Source: an optimization exercise on an open RTL-to-GDS flow (aim: small area, a short achievable clock period and few clock cycles per item). Production flows keep margins and buffers that such runs may drop.
Only simulation tests tie the RTL to the original design; equivalence was not proved.

Setup of job 101:
==> module image_filter, before the edit <==
module image_filter #(
    parameter H = 6
)(
    input                i_clk,
    input                i_start,          
    input      [1:0]     i_filter_type,    
    input      [(2*H+1)*8-1:0] i_taps,
    output reg [7:0]     o_filtered_pixel
);
    reg ident, sharp, edged, blur;
    always @(posedge i_clk) begin
        if (i_start) begin
            ident <= (i_filter_type == 2'd0);
            sharp <= (i_filter_type == 2'd1);
            edged <= (i_filter_type == 2'd2);
            blur  <= (i_filter_type == 2'd3);
        end
    end
    wire [7:0] p01 = i_taps[(  H+2)*8 +: 8];
    wire [7:0] p20 = i_taps[(2*H  )*8 +: 8];
    wire [7:0] p21 = i_taps[(  H  )*8 +: 8];
    wire [7:0] p22 = i_taps[(    0)*8 +: 8];
    wire [8:0] q  = p20 + p22;
    wire [8:0] r  = p01 + p21;
    reg  [8:0] q1, q2;               
    reg  [9:0]  x1, d1;
    wire [12:0] s2;
    wire [7:0]  c1 = i_taps[(H+2)*8 +: 8];
    wire [12:0] opa = blur  ? {2'b0, c1, 3'b111} :
                      edged ? {2'b0, c1, 3'b010} :
                      sharp ? {3'b0, c1, 2'b01}  : {5'b0, c1};
    wire [12:0] opb = blur  ? {2'b0, x1, 1'b0} :
                      ident ? 13'd0 : ~{3'b0, x1};
    wire [12:0] ope = blur  ? {3'b0, d1} :
                      edged ? ~{3'b0, d1} :
                      sharp ? {5'b0, c1} : 13'd0;
    wire [12:0] css = opa ^ opb ^ ope;
    wire [12:0] csc = {(opa[11:0] & opb[11:0]) | (opa[11:0] & ope[11:0]) | (opb[11:0] & ope[11:0]), blur};
    assign s2 = css + csc;
    reg  [7:0]  clamped;
    always @(*) begin
        if (blur)
            clamped = s2[12] ? 8'hff : s2[11:4];
        else if (s2[12])
            clamped = 8'h00;
        else if (|s2[11:8])
            clamped = 8'hff;
        else
            clamped = s2[7:0];
    end
    always @(posedge i_clk) begin
        q1 <= q;
        q2 <= q1;
        x1 <= r + q1;
        d1 <= q + q2;
        o_filtered_pixel <= clamped;
    end
endmodule
==> module gpu_controller, before the edit <==
module gpu_controller #(
    parameter ZP_IMAGE_WIDTH        = 34,
    parameter ZP_IMAGE_HEIGHT       = 34,
    parameter H                     = 6
)(
    input               i_clk,
    input               i_nrst,
    input               i_start_pulse,
    input      [1:0]    i_filter_type,
    output     [17:0]   o_mem_addr,
    output reg          o_wstb,
    output reg          o_finish_pulse,
    output     [17:0]   o_filtered_addr
);
    localparam W    = ZP_IMAGE_WIDTH;
    localparam OW   = ZP_IMAGE_WIDTH - 2;
    localparam R    = H - 2;                 
    localparam AB   = 11;                    
    reg  [2:0]     kl;
    reg  [5:0]     xl;
    reg  [2:0]     s;
    reg  [AB-1:0]  addr;
    reg            not_ident;        
    reg            active;           
    wire ident   = !not_ident;
    wire       kl_end   = (kl == R-1);           
    wire       xl_end   = (xl == OW-1);          
    wire [2:0] kl_first = ident ? 3'd0 : 3'd6;   
    wire [5:0] xl_first = ident ? 6'd0 : 6'd62;  
    reg  [2:0] kl_next;
    reg  [5:0] xl_next;
    reg  [2:0] s_next;
    always @(*) begin
        kl_next = kl + 1'b1;
        xl_next = xl;
        s_next  = s;
        if (kl_end) begin
            kl_next = kl_first;
            xl_next = xl + 1'b1;
            if (xl_end) begin
                xl_next = xl_first;
                s_next  = s + 1'b1;
            end
        end
    end
    wire last       = (s == 3'd7) && xl_end && kl_end;    
    wire last_next  = !i_start_pulse && (s == 3'd7) && xl_end && (kl == R-2);
    wire write_next = !i_start_pulse && !kl_next[2] && !xl_next[5];
    wire active_next = i_start_pulse || (active && !last);
    wire rk_end = ident ? (kl == 3'd1) : (kl == 3'd0);
    wire rx_end = ident ? (xl == OW-3) : xl_end;
    localparam [AB-1:0] STEP_ROW   = W;
    localparam [AB-1:0] STEP_COL_N = 1 - (H-1)*W;
    localparam [AB-1:0] STEP_COL_I = 1 - (R-1)*W;
    localparam [AB-1:0] STEP_STR_N = -W - (W-1);
    localparam [AB-1:0] STEP_STR_I = W - (OW-1);
    reg [AB-1:0] step;
    always @(*) begin
        if (!rk_end)      step = STEP_ROW;
        else if (!rx_end) step = ident ? STEP_COL_I : STEP_COL_N;
        else              step = ident ? STEP_STR_I : STEP_STR_N;
    end
    wire start_ident = (i_filter_type == 2'd0);
    assign o_mem_addr      = {{(18-AB){1'b0}}, addr};
    assign o_filtered_addr = {8'd0, s, kl[1:0], xl[4:0]};
    always @(posedge i_clk or negedge i_nrst) begin
        if (!i_nrst) begin
            active         <= 1'b0;
            o_wstb         <= 1'b0;
            o_finish_pulse <= 1'b0;
        end else begin
            active         <= active_next;
            o_wstb         <= active_next && write_next;
            o_finish_pulse <= active_next && last_next;
        end
    end
    always @(posedge i_clk) begin
        if (i_start_pulse) begin
            not_ident <= !start_ident;
            kl        <= start_ident ? 3'd2 : 3'd1;
            xl        <= 6'd61;
            s         <= 3'd0;
            addr      <= start_ident ? W + 1 : 0;
        end else begin
            kl        <= kl_next;
            xl        <= xl_next;
            s         <= s_next;
            addr      <= addr + step;
        end
    end
endmodule
==> flow/config.mk <==
export PLATFORM = sky130hd
export DESIGN_NAME = mini_gpu
export DESIGN_NICKNAME = mini_gpu
export VERILOG_FILES = /design/flow/design.v
export SDC_FILE = /design/flow/constraint.sdc
export NUM_CORES = 4
export LEC_CHECK = 0
export CAP_MARGIN = 20
export CORE_MARGIN = 2
export CORE_UTILIZATION = 50
export SLEW_MARGIN = 20
==> flow/constraint.sdc <==
create_clock -name core_clock -period 20.0 [get_ports {i_clk}]
set_input_delay 4.0000 -clock core_clock [delete_from_list [all_inputs] [get_ports {i_clk}]]
set_output_delay 4.0000 -clock core_clock [all_outputs]
set_load 0.01 [all_outputs]
standard.sh (not shown) runs the stock make flow with config.mk's settings and CLKGATE_MAP_FILE= SYNTH_SCRIPT=/design/flow/synth_recipe.tcl, a recipe that flattens the netlist after the stock synthesis.
==> flow/flow/run.sh <==
#!/bin/bash
# Standard layout, with plain buffers on the ports, a lighter clock tree, and
# stronger cells on the output paths (flow/pre_dpl.tcl, before detailed
# placement).
set -euo pipefail
bash standard.sh \
  "BUFFER_PORTS_ARGS=-buffer_cell sky130_fd_sc_hd__buf_1" \
  "CTS_ARGS=-sink_clustering_enable -repair_clock_nets -dont_use_dummy_load -buf_list sky130_fd_sc_hd__clkbuf_8 -root_buf sky130_fd_sc_hd__clkbuf_16 -sink_clustering_size 16 -sink_clustering_max_diameter 150" \
  "PRE_DETAIL_PLACE_TCL=$PWD/flow/pre_dpl.tcl" \
  SKIP_REPAIR_TIE_FANOUT=1 \
  finish > standard.log 2>&1
==> flow/flow/pre_dpl.tcl <==
# Before detailed placement: give the output ports stronger port buffers and
# stronger flip-flops to drive them (same cells, higher drive strength).
set up {
  sky130_fd_sc_hd__buf_1   sky130_fd_sc_hd__buf_2
  sky130_fd_sc_hd__dfxtp_1 sky130_fd_sc_hd__dfxtp_2
  sky130_fd_sc_hd__dfrtp_1 sky130_fd_sc_hd__dfrtp_2
}
# flip-flops that also drive logic of their own
set up4 {
  sky130_fd_sc_hd__dfxtp_1 sky130_fd_sc_hd__dfxtp_4
  sky130_fd_sc_hd__dfrtp_1 sky130_fd_sc_hd__dfrtp_4
}
proc driver_of {net} {
  foreach pin [get_pins -quiet -of_objects $net] {
    if {[get_property $pin direction] == "output"} { return [get_cells -of_objects $pin] }
  }
  return ""
}
set n 0
foreach port [get_ports *] {
  if {[get_property $port direction] != "output"} continue
  set buf [driver_of [get_nets [get_full_name $port]]]
  if {$buf == ""} continue
  set ref [get_property $buf ref_name]
  if {![dict exists $up $ref]} continue
  replace_cell [get_full_name $buf] [dict get $up $ref]
  incr n
  set ff [driver_of [get_nets -of_objects [get_pins [get_full_name $buf]/A]]]
  if {$ff == ""} continue
  set fref [get_property $ff ref_name]
  set loads [llength [get_pins -quiet -of_objects [get_nets -of_objects [get_pins [get_full_name $buf]/A]]]]
  if {$loads > 3 && [dict exists $up4 $fref]} {
    replace_cell [get_full_name $ff] [dict get $up4 $fref]
    incr n
  } elseif {[dict exists $up $fref]} {
    replace_cell [get_full_name $ff] [dict get $up $fref]
    incr n
  }
}
puts "pre_dpl: resized $n cells"
Testbench counts of job 101, summed over its fixed seeds: cycles 35,658, frames 24.
Edits applied to the flow inputs when going from job 101 to job 103:
--- a/flow/design.v
+++ b/flow/design.v
@@ -38,7 +38,7 @@
     reg  [8:0] q1, q2;               
     reg  [9:0]  x1, d1;
     wire [12:0] s2;
-    wire [7:0]  c1 = i_taps[(H+2)*8 +: 8];
+    wire [7:0]  c1 = ident ? i_taps[1*8 +: 8] : i_taps[(H+2)*8 +: 8];
     wire [12:0] opa = blur  ? {2'b0, c1, 3'b111} :
                       edged ? {2'b0, c1, 3'b010} :
                       sharp ? {3'b0, c1, 2'b01}  : {5'b0, c1};
@@ -146,11 +146,11 @@
         end
     end
     wire last       = (s == 3'd7) && xl_end && kl_end;    
-    wire last_next  = !i_start_pulse && (s == 3'd7) && xl_end && (kl == R-2);
+    wire last_next  = !i_start_pulse && (s_next == 3'd7) && (xl_next == OW-1) && (kl_next == R-1);
     wire write_next = !i_start_pulse && !kl_next[2] && !xl_next[5];
     wire active_next = i_start_pulse || (active && !last);
-    wire rk_end = ident ? (kl == 3'd1) : (kl == 3'd0);
-    wire rx_end = ident ? (xl == OW-3) : xl_end;
+    wire rk_end = (kl == 3'd0);
+    wire rx_end = xl_end;
     localparam [AB-1:0] STEP_ROW   = W;
     localparam [AB-1:0] STEP_COL_N = 1 - (H-1)*W;
     localparam [AB-1:0] STEP_COL_I = 1 - (R-1)*W;
@@ -179,8 +179,8 @@
     always @(posedge i_clk) begin
         if (i_start_pulse) begin
             not_ident <= !start_ident;
-            kl        <= start_ident ? 3'd2 : 3'd1;
-            xl        <= 6'd61;
+            kl        <= 3'd1;
+            xl        <= start_ident ? 6'd63 : 6'd61;
             s         <= 3'd0;
             addr      <= start_ident ? W + 1 : 0;
         end else begin
[summary]
Job 103 vs. job 101: placed wire-length estimate went up by about 6%. Changes observed in job 103 relative to job 101: die area now sits higher; width of the die now sits higher; number of synthesized flops with an enable pin now sits at about the same level; worst hold slack across all endpoints now sits higher; data arrival time of the worst path now sits higher. The capture point of the critical path comes out o_finish_pulse in one run and o_filtered_addr[0] in the other, namely in job 103 and job 101 respectively. Compared with job 101, in job 103 via count grew by 104; shortest period the worst path allows went up 0.034 ns; headroom to the max-slew limit increased 1.9 points; sum of routed wire length over all layers rose by about 7%.
Testbench counts of job 103, summed over its fixed seeds: cycles 35,616, frames 24.

## what the ideal ports hide
No port has a modelled driver above. Below, the same layouts with a new extraction and two added sets of constraints.
Step 1 (the two cells are an assumption about what drives the block):
set clk [get_ports {i_clk}]
set_driving_cell -lib_cell sky130_fd_sc_hd__clkbuf_16 $clk
set_driving_cell -lib_cell sky130_fd_sc_hd__buf_2 [delete_from_list [all_inputs] $clk]
Step 2 adds t to the input delays and takes it off the output delays; t is the mean of the earliest and latest rising clock arrival at the registers after step 1. Input paths then give back, and output paths get back, about the clock's delay inside the block.
a / b / c = no drivers / after step 1 / after step 2; a / b = the first two.
run | t (ns) | slack for setup (ns) | worst setup path after step 2 | worst register clock-pin slew, ns
job 101 | 0.403 | 15.112 / 15.071 / 14.872 | input to register | 0.09 / 0.09
job 103 | 0.400 | 15.077 / 15.038 / 15.191 | input to register | 0.10 / 0.10
After both steps setup and hold are still met in every run listed. The setup slack of job 101, which loses most, moves by -0.041 ns with the drivers and by -0.240 ns with both steps.
